Source: an optimization exercise on an open RTL-to-GDS flow (aim: small area and a short achievable clock period). Production flows keep margins and buffers that such runs may drop.
At most, simulation tests tie the RTL to the original design; equivalence was not proved.

==> branch raven <==
## mk_mac
module mk_mac(CLK,
	      RST_N,
	      put_inp_A_a,
	      EN_put_inp_A,
	      RDY_put_inp_A,
	      put_inp_B_b,
	      EN_put_inp_B,
	      RDY_put_inp_B,
	      put_inp_C_c,
	      EN_put_inp_C,
	      RDY_put_inp_C,
	      put_inp_sel_sel,
	      EN_put_inp_sel,
	      RDY_put_inp_sel,
	      get_mac_op,
	      RDY_get_mac_op);
==> flow/config.mk <==
export PLATFORM = sky130hd
export DESIGN_NAME = mk_mac
export DESIGN_NICKNAME = mk_mac
export VERILOG_FILES = /design/flow/design.v
export SDC_FILE = /design/flow/constraint.sdc
export NUM_CORES = 8
export LEC_CHECK = 0
export ABC_AREA = 0
export CAP_MARGIN = 0
export CORE_MARGIN = 2
export CORE_UTILIZATION = 65
export CTS_CLUSTER_DIAMETER = 100
export CTS_CLUSTER_SIZE = 30
export PLACE_DENSITY = 0.75
export SLEW_MARGIN = 0
export TNS_END_PERCENT = 5
==> flow/constraint.sdc <==
create_clock -name core_clock -period 9.0 [get_ports {CLK}]
set_input_delay 1.8000 -clock core_clock [delete_from_list [all_inputs] [get_ports {CLK}]]
set_output_delay 1.8000 -clock core_clock [all_outputs]
set_load 0.01 [all_outputs]
standard.sh (not shown) runs the stock make flow with config.mk's settings and CLKGATE_MAP_FILE= SYNTH_SCRIPT=/design/flow/synth_recipe.tcl, a recipe that flattens the netlist after the stock synthesis.
==> flow/flow/run.sh <==
#!/bin/bash
# Standard synthesis, then the standard layout steps with faster port
# buffers and a tighter timing-repair target.
set -e
bash standard.sh synth > synth.log 2>&1
bash standard.sh "BUFFER_PORTS_ARGS=-buffer_cell sky130_fd_sc_hd__buf_2" SETUP_SLACK_MARGIN=6.3 finish > layout.log 2>&1
==> inputs of branch ember, as changes to branch raven <==
==> flow/flow/run.sh (replaced) <==
#!/bin/bash
# Standard synthesis, then the standard layout steps with faster port
# buffers and a tighter timing-repair target.
set -e
bash standard.sh synth > synth.log 2>&1
bash standard.sh "BUFFER_PORTS_ARGS=-buffer_cell sky130_fd_sc_hd__buf_2" SETUP_SLACK_MARGIN=6 finish > layout.log 2>&1
--- a/flow/config.mk
+++ b/flow/config.mk
@@ -7,4 +7,4 @@
 export LEC_CHECK = 0
-export ABC_AREA = 0
-export CAP_MARGIN = 0
+export ABC_AREA = 1
+export CAP_MARGIN = 20
 export CORE_MARGIN = 2
@@ -14,3 +14,2 @@
 export PLACE_DENSITY = 0.75
-export SLEW_MARGIN = 0
-export TNS_END_PERCENT = 5
+export SLEW_MARGIN = 20
==> impl_metrics.toml <==
[finish]
mostFrequentLayoutCell = "sky130_fd_sc_hd__nand2_1"
final_nets = 3238
final.fill_count = 3132
non_filler_cell_area_final_mm2 = 0.0278
num_antenna_cells = 1

[hold_path]
worstHoldEndpoint = "t6_e[6]$_DFF_P_"

[placement]
place.detailed.hpwl_mm = 44.1

[logic_synthesis]
synth_top_area_share = 0.422
synthesized_cell_area_mm2 = 0.0263
synth_simple_gate_area_frac = 0.216
syn-instance-count = 2956
synth-seq-area-share = 0.534
yosys.area_share.adder = 0.0914

[sta]
highest_clock_rate_mhz = 339
final.setup_skew_ns = 0.0145

[route]
route.final.wire_length_mm = 57.4
average_via_count_per_standard_cell = 5.31

[status]
outcome = "timing/DRC/antenna clean"

[clocking]
number_of_buffers_created_by_cts = 25

[worst_setup_path]
critical_path.reg2reg.endpoint = "t0_r1[7]$_DFF_P_"
the above is filed under branch ember

==> impl_metrics.toml <==
[status]
outcome = "timing/DRC/antenna clean"

[worst_setup_path]
critical_path.reg2reg.endpoint = "t0_r1[11]$_DFF_P_"
worst-path-buf-inv = 1

[finish]
num_antenna_cells = 0
final_nets = 2500
non_filler_cell_area_final_mm2 = 0.0272
final.fill_count = 2806
clock_buffer_count = 37
mostFrequentLayoutCell = "sky130_fd_sc_hd__dfxtp_1"

[logic_synthesis]
synth_simple_gate_area_frac = 0.112
synth_top_area_share = 0.441
synthesized_cell_area_mm2 = 0.0252

[placement]
place.detailed.hpwl_mm = 38.6

[route]
route.final.wire_length_mm = 50.3
average_via_count_per_standard_cell = 5.39

[sta]
highest_clock_rate_mhz = 350

[clocking]
number_of_buffers_created_by_cts = 26
the above is filed under branch raven


---

==> run a <==
mk_mac, a different RTL version from the one above (not shown whole).
==> flow/design.v (excerpt) <==
module mk_mac(CLK,
	      RST_N,
	      put_inp_A_a,
	      EN_put_inp_A,
	      RDY_put_inp_A,
	      put_inp_B_b,
	      EN_put_inp_B,
	      RDY_put_inp_B,
	      put_inp_C_c,
	      EN_put_inp_C,
	      RDY_put_inp_C,
	      put_inp_sel_sel,
	      EN_put_inp_sel,
	      RDY_put_inp_sel,
	      get_mac_op,
	      RDY_get_mac_op);
  input  CLK;
  input  RST_N;
  input  [15 : 0] put_inp_A_a;
  input  EN_put_inp_A;
  output RDY_put_inp_A;
  input  [15 : 0] put_inp_B_b;
  input  EN_put_inp_B;
  output RDY_put_inp_B;
  input  [31 : 0] put_inp_C_c;
  input  EN_put_inp_C;
  output RDY_put_inp_C;
  input  put_inp_sel_sel;
  input  EN_put_inp_sel;
  output RDY_put_inp_sel;
  output [31 : 0] get_mac_op;
  output RDY_get_mac_op;
  assign RDY_put_inp_A = 1'd1;
  assign RDY_put_inp_B = 1'd1;
  assign RDY_put_inp_C = 1'd1;
  assign RDY_put_inp_sel = 1'd1;
  assign RDY_get_mac_op = 1'd1;
  reg [15:0] rg_A, rg_B;
  reg [31:0] rg_C;
  reg        rg_sel;
  always @(posedge CLK) begin
    if (EN_put_inp_A)   rg_A   <= put_inp_A_a;
  ...
Settings: LEC_CHECK=0, ABC_AREA=0, CAP_MARGIN=0, CORE_MARGIN=2, CORE_UTILIZATION=65, CTS_CLUSTER_DIAMETER=100, CTS_CLUSTER_SIZE=30, PLACE_DENSITY=0.75, SLEW_MARGIN=0; clock period 9.0 ns.
==> flow/flow/run.sh <==
#!/bin/bash
# Layout flow: the standard synthesis; then the combinational logic of its
# netlist is re-mapped by ABC with every flip-flop instance (name, cell type,
# connections) kept as it is, and the result is checked equivalent to the
# standard netlist (if the check fails, the standard netlist is used); then
# the standard layout steps, with faster port buffers and a tighter
# timing-repair target.  Each tool writes its own log here.
set -e
W=$(pwd)
ABC_D=9.0          # delay target (ps) for the gate sizing in ABC
bash standard.sh synth > synth.log 2>&1

RES=$(dirname "$(find "$W/orfs/results" -name 1_2_yosys.v | head -1)")
LOGD=$(dirname "$(find "$W/orfs/logs" -name 1_2_yosys.log | head -1)")
OBJ=$(dirname "$(find "$W/orfs/objects" -name abc.constr | head -1)")
LIB="$FLOW_HOME/platforms/$FLOW_PLATFORM/lib/sky130_fd_sc_hd__tt_025C_1v80.lib"
YOSYS=$(command -v yosys || echo "$FLOW_HOME/../tools/install/yosys/bin/yosys")
DU=$(grep -o -- '-dont_use [A-Za-z0-9_]*' "$LOGD/1_2_yosys.log" | sort -u | tr '\n' ' ')
KEEP="=sky130_fd_sc_hd__dfxtp_1 =sky130_fd_sc_hd__edfxtp_1 =sky130_fd_sc_hd__conb_1"
cp "$RES/1_2_yosys.v" "$W/std_netlist.v"

sed -e "s#@LIB@#$LIB#g" -e "s#@KEEP@#$KEEP#g" -e "s#@IN@#$W/std_netlist.v#g" \
    -e "s#@SCRIPT@#$W/flow/resyn.abc#g" -e "s#@DU@#$DU#g" -e "s#@CONSTR@#$OBJ/abc.constr#g" \
    -e "s#@D@#$ABC_D#g" -e "s#@OUT@#$W/resyn_netlist.v#g" flow/resyn.ys.in > resyn.ys
sed -e "s#@LIB@#$LIB#g" -e "s#@GOLD@#$W/std_netlist.v#g" -e "s#@GATE@#$W/resyn_netlist.v#g" \
    flow/equiv.ys.in > equiv.ys

if "$YOSYS" -l resyn.log resyn.ys > /dev/null 2>&1 &&
   "$YOSYS" -l equiv.log equiv.ys > /dev/null 2>&1 &&
   grep -q "Equivalence successfully proven" equiv.log; then
  cp "$W/resyn_netlist.v" "$RES/1_2_yosys.v"
  bash standard.sh synth > synth2.log 2>&1
else
  echo "re-mapping not used" > resyn_skipped.txt
fi

bash standard.sh "BUFFER_PORTS_ARGS=-buffer_cell sky130_fd_sc_hd__buf_2" SETUP_SLACK_MARGIN=6.15 finish > layout.log 2>&1
==> flow/flow/resyn.abc <==
strash
&get -n
&st
&b
&dch -f
&nf
&st
&dch -f
&nf
&put
buffer -c
upsize -c
dnsize -c
Other scripts of this flow, unchanged in this note and not shown: flow/flow/equiv.ys.in, flow/flow/resyn.ys.in
==> inputs of run b, as changes to run a <==
--- a/flow/design.v
+++ b/flow/design.v
@@ -328,82 +328,88 @@
     t1_s <= t0_s;
     t1_e <= exp_add;
     t1_p <= t0_sum[15:0];
     t1_q <= t0_sum[17:16];
     t1_c <= t0_c;
   end
-  wire co_p1 = t1_c[17] & t1_c[16];
-  wire co_p2 = t1_c[19] & t1_c[18];
-  wire co_p3 = t1_c[21] & t1_c[20];
-  wire co_p4 = t1_c[23] & t1_c[22];
-  wire co_p5 = t1_c[25] & t1_c[24];
-  wire co_p6 = t1_c[27] & t1_c[26];
-  wire co_p7 = t1_c[29] & t1_c[28];
-  wire co_p8 = t1_c[31] & t1_c[30];
-  wire co_p9 = t1_c[18] & co_p1;
+  reg [15:0] i8_lo, i8_ch;
+  reg [1:0]  i8_q;
+  always @(posedge CLK)
+    if (!vld[1]) begin
+      i8_lo <= t1_p;
+      i8_ch <= t1_c[31:16];
+      i8_q  <= t1_q;
+    end
+  wire co_p1 = i8_ch[1] & i8_ch[0];
+  wire co_p2 = i8_ch[3] & i8_ch[2];
+  wire co_p3 = i8_ch[5] & i8_ch[4];
+  wire co_p4 = i8_ch[7] & i8_ch[6];
+  wire co_p5 = i8_ch[9] & i8_ch[8];
+  wire co_p6 = i8_ch[11] & i8_ch[10];
+  wire co_p7 = i8_ch[13] & i8_ch[12];
+  wire co_p8 = i8_ch[15] & i8_ch[14];
+  wire co_p9 = i8_ch[2] & co_p1;
   wire co_p10 = co_p2 & co_p1;
-  wire co_p11 = t1_c[22] & co_p3;
+  wire co_p11 = i8_ch[6] & co_p3;
   wire co_p12 = co_p4 & co_p3;
-  wire co_p13 = t1_c[26] & co_p5;
+  wire co_p13 = i8_ch[10] & co_p5;
   wire co_p14 = co_p6 & co_p5;
-  wire co_p15 = t1_c[30] & co_p7;
+  wire co_p15 = i8_ch[14] & co_p7;
   wire co_p16 = co_p8 & co_p7;
-  wire co_p17 = t1_c[20] & co_p10;
+  wire co_p17 = i8_ch[4] & co_p10;
   wire co_p18 = co_p3 & co_p10;
   wire co_p19 = co_p11 & co_p10;
   wire co_p20 = co_p12 & co_p10;
-  wire co_p21 = t1_c[28] & co_p14;
+  wire co_p21 = i8_ch[12] & co_p14;
   wire co_p22 = co_p7 & co_p14;
   wire co_p23 = co_p15 & co_p14;
   wire co_p24 = co_p16 & co_p14;
-  wire co_p25 = t1_c[24] & co_p20;
+  wire co_p25 = i8_ch[8] & co_p20;
   wire co_p26 = co_p5 & co_p20;
   wire co_p27 = co_p13 & co_p20;
   wire co_p28 = co_p14 & co_p20;
   wire co_p29 = co_p21 & co_p20;
   wire co_p30 = co_p22 & co_p20;
   wire co_p31 = co_p23 & co_p20;
   wire co_p32 = co_p24 & co_p20;
-  wire cz_p1 = ~t1_c[17] & ~t1_c[16];
-  wire cz_p2 = ~t1_c[19] & ~t1_c[18];
-  wire cz_p3 = ~t1_c[21] & ~t1_c[20];
-  wire cz_p4 = ~t1_c[23] & ~t1_c[22];
-  wire cz_p5 = ~t1_c[25] & ~t1_c[24];
-  wire cz_p6 = ~t1_c[27] & ~t1_c[26];
-  wire cz_p7 = ~t1_c[29] & ~t1_c[28];
-  wire cz_p8 = ~t1_c[31] & ~t1_c[30];
-  wire cz_p9 = ~t1_c[18] & cz_p1;
+  wire cz_p1 = ~i8_ch[1] & ~i8_ch[0];
+  wire cz_p2 = ~i8_ch[3] & ~i8_ch[2];
+  wire cz_p3 = ~i8_ch[5] & ~i8_ch[4];
+  wire cz_p4 = ~i8_ch[7] & ~i8_ch[6];
+  wire cz_p5 = ~i8_ch[9] & ~i8_ch[8];
+  wire cz_p6 = ~i8_ch[11] & ~i8_ch[10];
+  wire cz_p7 = ~i8_ch[13] & ~i8_ch[12];
+  wire cz_p8 = ~i8_ch[15] & ~i8_ch[14];
+  wire cz_p9 = ~i8_ch[2] & cz_p1;
   wire cz_p10 = cz_p2 & cz_p1;
-  wire cz_p11 = ~t1_c[22] & cz_p3;
+  wire cz_p11 = ~i8_ch[6] & cz_p3;
   wire cz_p12 = cz_p4 & cz_p3;
-  wire cz_p13 = ~t1_c[26] & cz_p5;
+  wire cz_p13 = ~i8_ch[10] & cz_p5;
   wire cz_p14 = cz_p6 & cz_p5;
-  wire cz_p15 = ~t1_c[30] & cz_p7;
+  wire cz_p15 = ~i8_ch[14] & cz_p7;
   wire cz_p16 = cz_p8 & cz_p7;
-  wire cz_p17 = ~t1_c[20] & cz_p10;
+  wire cz_p17 = ~i8_ch[4] & cz_p10;
   wire cz_p18 = cz_p3 & cz_p10;
   wire cz_p19 = cz_p11 & cz_p10;
   wire cz_p20 = cz_p12 & cz_p10;
-  wire cz_p21 = ~t1_c[28] & cz_p14;
+  wire cz_p21 = ~i8_ch[12] & cz_p14;
   wire cz_p22 = cz_p7 & cz_p14;
   wire cz_p23 = cz_p15 & cz_p14;
   wire cz_p24 = cz_p16 & cz_p14;
-  wire cz_p25 = ~t1_c[24] & cz_p20;
+  wire cz_p25 = ~i8_ch[8] & cz_p20;
   wire cz_p26 = cz_p5 & cz_p20;
   wire cz_p27 = cz_p13 & cz_p20;
   wire cz_p28 = cz_p14 & cz_p20;
   wire cz_p29 = cz_p21 & cz_p20;
   wire cz_p30 = cz_p22 & cz_p20;
   wire cz_p31 = cz_p23 & cz_p20;
   wire cz_p32 = cz_p24 & cz_p20;
-  wire [15:0] c_o = {co_p31, co_p30, co_p29, co_p28, co_p27, co_p26, co_p25, co_p20, co_p19, co_p18, co_p17, co_p10, co_p9, co_p1, t1_c[16], 1'b1};
-  wire [15:0] c_z = {cz_p31, cz_p30, cz_p29, cz_p28, cz_p27, cz_p26, cz_p25, cz_p20, cz_p19, cz_p18, cz_p17, cz_p10, cz_p9, cz_p1, ~t1_c[16], 1'b1};
-  wire [15:0] c_fl = ({16{t1_q[1]}} & c_o) | ({16{~t1_q[1] & ~t1_q[0]}} & c_z);
-  reg [31:0] i8_res;
-  always @(posedge CLK)
-    if (!vld[1]) i8_res <= {t1_c[31:16] ^ c_fl, t1_p};
+  wire [15:0] c_o = {co_p31, co_p30, co_p29, co_p28, co_p27, co_p26, co_p25, co_p20, co_p19, co_p18, co_p17, co_p10, co_p9, co_p1, i8_ch[0], 1'b1};
+  wire [15:0] c_z = {cz_p31, cz_p30, cz_p29, cz_p28, cz_p27, cz_p26, cz_p25, cz_p20, cz_p19, cz_p18, cz_p17, cz_p10, cz_p9, cz_p1, ~i8_ch[0], 1'b1};
+  wire [15:0] c_fl = ({16{i8_q[1]}} & c_o) | ({16{~i8_q[1] & ~i8_q[0]}} & c_z);
+  wire [31:0] i8_res = {i8_ch ^ c_fl, i8_lo};
   wire [7:0] m1 = t1_p[15] ? t1_p[15:8] : t1_p[14:7];
   wire g1 = t1_p[15] ? t1_p[8] : t1_p[7];
   wire r1 = t1_p[15] ? t1_p[7] : t1_p[6];
   wire st1 = t1_p[15] ? (t1_p[6:0] != 7'd0) : (t1_p[5:0] != 6'd0);
   wire rnd1 = r1 & (g1 | st1);
   wire [8:0] m9 = {1'b0, m1} + {8'd0, rnd1};
==> flow/flow/resyn.abc (replaced) <==
strash
&get -n
&st
&syn2
&dch -f
&nf
&put
buffer -c
upsize -c
dnsize -c
==> inputs of run c, as changes to run a <==
==> flow/flow/resyn.abc (replaced) <==
strash
ifraig
dc2
&get -n
&st
&dch -f
&nf
&st
&dch -f
&nf
&put
buffer -c
upsize -c
dnsize -c
==> inputs of run d, as changes to run a <==
--- a/flow/design.v
+++ b/flow/design.v
@@ -328,94 +328,97 @@
     t1_s <= t0_s;
     t1_e <= exp_add;
     t1_p <= t0_sum[15:0];
     t1_q <= t0_sum[17:16];
     t1_c <= t0_c;
   end
-  wire co_p1 = t1_c[17] & t1_c[16];
-  wire co_p2 = t1_c[19] & t1_c[18];
-  wire co_p3 = t1_c[21] & t1_c[20];
-  wire co_p4 = t1_c[23] & t1_c[22];
-  wire co_p5 = t1_c[25] & t1_c[24];
-  wire co_p6 = t1_c[27] & t1_c[26];
-  wire co_p7 = t1_c[29] & t1_c[28];
-  wire co_p8 = t1_c[31] & t1_c[30];
-  wire co_p9 = t1_c[18] & co_p1;
+  reg [15:0] i8_lo, i8_ch;
+  reg [1:0]  i8_q;
+  always @(posedge CLK)
+    if (!vld[1]) begin
+      i8_lo <= t1_p;
+      i8_ch <= t1_c[31:16];
+      i8_q  <= t1_q;
+    end
+  wire co_p1 = i8_ch[1] & i8_ch[0];
+  wire co_p2 = i8_ch[3] & i8_ch[2];
+  wire co_p3 = i8_ch[5] & i8_ch[4];
+  wire co_p4 = i8_ch[7] & i8_ch[6];
+  wire co_p5 = i8_ch[9] & i8_ch[8];
+  wire co_p6 = i8_ch[11] & i8_ch[10];
+  wire co_p7 = i8_ch[13] & i8_ch[12];
+  wire co_p8 = i8_ch[15] & i8_ch[14];
+  wire co_p9 = i8_ch[2] & co_p1;
   wire co_p10 = co_p2 & co_p1;
-  wire co_p11 = t1_c[22] & co_p3;
+  wire co_p11 = i8_ch[6] & co_p3;
   wire co_p12 = co_p4 & co_p3;
-  wire co_p13 = t1_c[26] & co_p5;
+  wire co_p13 = i8_ch[10] & co_p5;
   wire co_p14 = co_p6 & co_p5;
-  wire co_p15 = t1_c[30] & co_p7;
+  wire co_p15 = i8_ch[14] & co_p7;
   wire co_p16 = co_p8 & co_p7;
-  wire co_p17 = t1_c[20] & co_p10;
+  wire co_p17 = i8_ch[4] & co_p10;
   wire co_p18 = co_p3 & co_p10;
   wire co_p19 = co_p11 & co_p10;
   wire co_p20 = co_p12 & co_p10;
-  wire co_p21 = t1_c[28] & co_p14;
+  wire co_p21 = i8_ch[12] & co_p14;
   wire co_p22 = co_p7 & co_p14;
   wire co_p23 = co_p15 & co_p14;
   wire co_p24 = co_p16 & co_p14;
-  wire co_p25 = t1_c[24] & co_p20;
+  wire co_p25 = i8_ch[8] & co_p20;
   wire co_p26 = co_p5 & co_p20;
   wire co_p27 = co_p13 & co_p20;
   wire co_p28 = co_p14 & co_p20;
   wire co_p29 = co_p21 & co_p20;
   wire co_p30 = co_p22 & co_p20;
   wire co_p31 = co_p23 & co_p20;
   wire co_p32 = co_p24 & co_p20;
-  wire cz_p1 = ~t1_c[17] & ~t1_c[16];
-  wire cz_p2 = ~t1_c[19] & ~t1_c[18];
-  wire cz_p3 = ~t1_c[21] & ~t1_c[20];
-  wire cz_p4 = ~t1_c[23] & ~t1_c[22];
-  wire cz_p5 = ~t1_c[25] & ~t1_c[24];
-  wire cz_p6 = ~t1_c[27] & ~t1_c[26];
-  wire cz_p7 = ~t1_c[29] & ~t1_c[28];
-  wire cz_p8 = ~t1_c[31] & ~t1_c[30];
-  wire cz_p9 = ~t1_c[18] & cz_p1;
+  wire cz_p1 = ~i8_ch[1] & ~i8_ch[0];
+  wire cz_p2 = ~i8_ch[3] & ~i8_ch[2];
+  wire cz_p3 = ~i8_ch[5] & ~i8_ch[4];
+  wire cz_p4 = ~i8_ch[7] & ~i8_ch[6];
+  wire cz_p5 = ~i8_ch[9] & ~i8_ch[8];
+  wire cz_p6 = ~i8_ch[11] & ~i8_ch[10];
+  wire cz_p7 = ~i8_ch[13] & ~i8_ch[12];
+  wire cz_p8 = ~i8_ch[15] & ~i8_ch[14];
+  wire cz_p9 = ~i8_ch[2] & cz_p1;
   wire cz_p10 = cz_p2 & cz_p1;
-  wire cz_p11 = ~t1_c[22] & cz_p3;
+  wire cz_p11 = ~i8_ch[6] & cz_p3;
   wire cz_p12 = cz_p4 & cz_p3;
-  wire cz_p13 = ~t1_c[26] & cz_p5;
+  wire cz_p13 = ~i8_ch[10] & cz_p5;
   wire cz_p14 = cz_p6 & cz_p5;
-  wire cz_p15 = ~t1_c[30] & cz_p7;
+  wire cz_p15 = ~i8_ch[14] & cz_p7;
   wire cz_p16 = cz_p8 & cz_p7;
-  wire cz_p17 = ~t1_c[20] & cz_p10;
+  wire cz_p17 = ~i8_ch[4] & cz_p10;
   wire cz_p18 = cz_p3 & cz_p10;
   wire cz_p19 = cz_p11 & cz_p10;
   wire cz_p20 = cz_p12 & cz_p10;
-  wire cz_p21 = ~t1_c[28] & cz_p14;
+  wire cz_p21 = ~i8_ch[12] & cz_p14;
   wire cz_p22 = cz_p7 & cz_p14;
   wire cz_p23 = cz_p15 & cz_p14;
   wire cz_p24 = cz_p16 & cz_p14;
-  wire cz_p25 = ~t1_c[24] & cz_p20;
+  wire cz_p25 = ~i8_ch[8] & cz_p20;
   wire cz_p26 = cz_p5 & cz_p20;
   wire cz_p27 = cz_p13 & cz_p20;
   wire cz_p28 = cz_p14 & cz_p20;
   wire cz_p29 = cz_p21 & cz_p20;
   wire cz_p30 = cz_p22 & cz_p20;
   wire cz_p31 = cz_p23 & cz_p20;
   wire cz_p32 = cz_p24 & cz_p20;
-  wire [15:0] c_o = {co_p31, co_p30, co_p29, co_p28, co_p27, co_p26, co_p25, co_p20, co_p19, co_p18, co_p17, co_p10, co_p9, co_p1, t1_c[16], 1'b1};
-  wire [15:0] c_z = {cz_p31, cz_p30, cz_p29, cz_p28, cz_p27, cz_p26, cz_p25, cz_p20, cz_p19, cz_p18, cz_p17, cz_p10, cz_p9, cz_p1, ~t1_c[16], 1'b1};
-  wire [15:0] c_fl = ({16{t1_q[1]}} & c_o) | ({16{~t1_q[1] & ~t1_q[0]}} & c_z);
-  reg [31:0] i8_res;
-  always @(posedge CLK)
-    if (!vld[1]) i8_res <= {t1_c[31:16] ^ c_fl, t1_p};
+  wire [15:0] c_o = {co_p31, co_p30, co_p29, co_p28, co_p27, co_p26, co_p25, co_p20, co_p19, co_p18, co_p17, co_p10, co_p9, co_p1, i8_ch[0], 1'b1};
+  wire [15:0] c_z = {cz_p31, cz_p30, cz_p29, cz_p28, cz_p27, cz_p26, cz_p25, cz_p20, cz_p19, cz_p18, cz_p17, cz_p10, cz_p9, cz_p1, ~i8_ch[0], 1'b1};
+  wire [15:0] c_fl = ({16{i8_q[1]}} & c_o) | ({16{~i8_q[1] & ~i8_q[0]}} & c_z);
+  wire [31:0] i8_res = {i8_ch ^ c_fl, i8_lo};
   wire [7:0] m1 = t1_p[15] ? t1_p[15:8] : t1_p[14:7];
   wire g1 = t1_p[15] ? t1_p[8] : t1_p[7];
   wire r1 = t1_p[15] ? t1_p[7] : t1_p[6];
   wire st1 = t1_p[15] ? (t1_p[6:0] != 7'd0) : (t1_p[5:0] != 6'd0);
   wire rnd1 = r1 & (g1 | st1);
   wire [8:0] m9 = {1'b0, m1} + {8'd0, rnd1};
-  wire [7:0] e1p1 = t1_e + 8'd1;
-  wire [7:0] e1p2 = t1_e + 8'd2;
-  wire       mcy = rnd1 & (m1 == 8'hff);
-  wire [7:0] e1 = (t1_p[15] & mcy) ? e1p2 : (t1_p[15] | mcy) ? e1p1 : t1_e;
-  wire       e1max = (t1_p[15] & mcy) ? (t1_e == 8'd253) :
-                     (t1_p[15] | mcy) ? (t1_e == 8'd254) : (t1_e == 8'd255);
+  wire       mcy = m9[8];
+  wire [7:0] e1 = t1_e + {6'd0, t1_p[15] & mcy, t1_p[15] ^ mcy};
+  wire       e1max = (e1 == 8'd255);
   wire [6:0] f1 = e1max ? 7'd0 : m9[6:0];
   reg        t2_s;
   reg [7:0]  t2_e;
   reg [6:0]  t2_f;
   reg [31:0] t2_c;
   always @(posedge CLK) begin
==> flow/flow/resyn.abc (replaced) <==
strash
&get -n
&st
&dch -f
&nf
&st
&dch -f
&nf
&put
buffer -c
upsize -c
dnsize -c
CTS_CLUSTER_SIZE = 32   (was 30)
==> results.toml <==
[status]
outcome = "timing/DRC/antenna clean"

[clocking]
cts.sinks = 634
clock_latency_ps = 580

[floorplan]
initial_core_util_pct = 65.5
die-area_um2 = 38100

[drt]
wire_per_inst_um = 18.9
wl_um = 54000

[power]
switchingPower_mw = 2.94
leakage_nw = 10.3

[layout]
num-nonclk-buffers = 144

[grt]
grt_start_max_net_pins = 81

[timing]
fin_crit_sh_pct = 31.8
the above is filed under run a

==> results.toml <==
[status]
outcome = "timing/DRC/antenna clean"

[clocking]
cts.sinks = 636
cts_buffers = 23
clk_path_buf_depth = 3

[power]
leakage_nw = 10.2
switchingPower_mw = 2.82

[layout]
num-nonclk-buffers = 127
largest_class = "registers"

[drt]
wire_per_inst_um = 18.0

[timing]
rsz0062_at_grt = "true"
tightest_slew_ps = 1050

[grt]
grt_start_max_net_pins = 65

[floorplan]
die-area_um2 = 38400
the above is filed under run d

==> results.toml <==
[drt]
wl_um = 53900
wire_per_inst_um = 18.8

[grt]
grt_start_max_net_pins = 86

[clocking]
cts.sinks = 634

[power]
switchingPower_mw = 2.94

[floorplan]
initial_core_util_pct = 66.2

[timing]
fin_crit_sh_pct = 34.5

[layout]
num-nonclk-buffers = 179

[status]
outcome = "timing/DRC/antenna clean"
the above is filed under run c

==> results.toml <==
[status]
outcome = "complete, but fails checks"
so_faults = "antenna violations"

[drt]
detail-route-antenna-nets = 1
wire_per_inst_um = 18.1
wl_um = 51100

[layout]
num-nonclk-buffers = 140

[floorplan]
die-area_um2 = 38300
initial_core_util_pct = 65.7

[clocking]
clock_latency_ps = 580

[power]
switchingPower_mw = 2.75
the above is filed under run b

The RTL of run a, run c and run d was laid out without a check of its function.

port drivers added, routing unchanged:
In the flow no input, the clock included, has a driving cell. The finished layouts below were timed again as built, in two steps. Step 1 assumes that a clkbuf_16 drives the clock port and a buf_2 every other input. Step 2 adds t to the input delays and takes it off the output delays; t is the mean of the earliest and latest rising clock arrival at the registers after step 1. Input paths then give back, and output paths get back, about the clock's delay inside the block. Three values: ideal, step 1, step 2; two values: the first two.
| run | t (ns) | setup slack, ns | worst hold slack (ns) | latest minus earliest clock arrival (ns) |
|---|---|---|---|---|
| branch raven | 0.639 | 6.144 / 6.089 / 6.177 | 0.324 / 0.324 / 0.324 | 0.027 / 0.027 |
| branch ember | 0.649 | 6.046 / 5.989 / 6.060 | 0.332 / 0.332 / 0.332 | 0.018 / 0.018 |
| run a | 0.629 | 6.140 / 6.085 / 6.212 | 0.326 / 0.326 / 0.326 | 0.020 / 0.019 |
| run b | 0.625 | 6.090 / 6.076 / 6.090 | 0.324 / 0.324 / 0.324 | 0.023 / 0.023 |
| run c | 0.623 | 5.895 / 5.895 / 5.895 | 0.332 / 0.332 / 0.332 | 0.032 / 0.032 |
| run d | 0.627 | 6.146 / 6.097 / 6.211 | 0.328 / 0.328 / 0.328 | 0.031 / 0.031 |
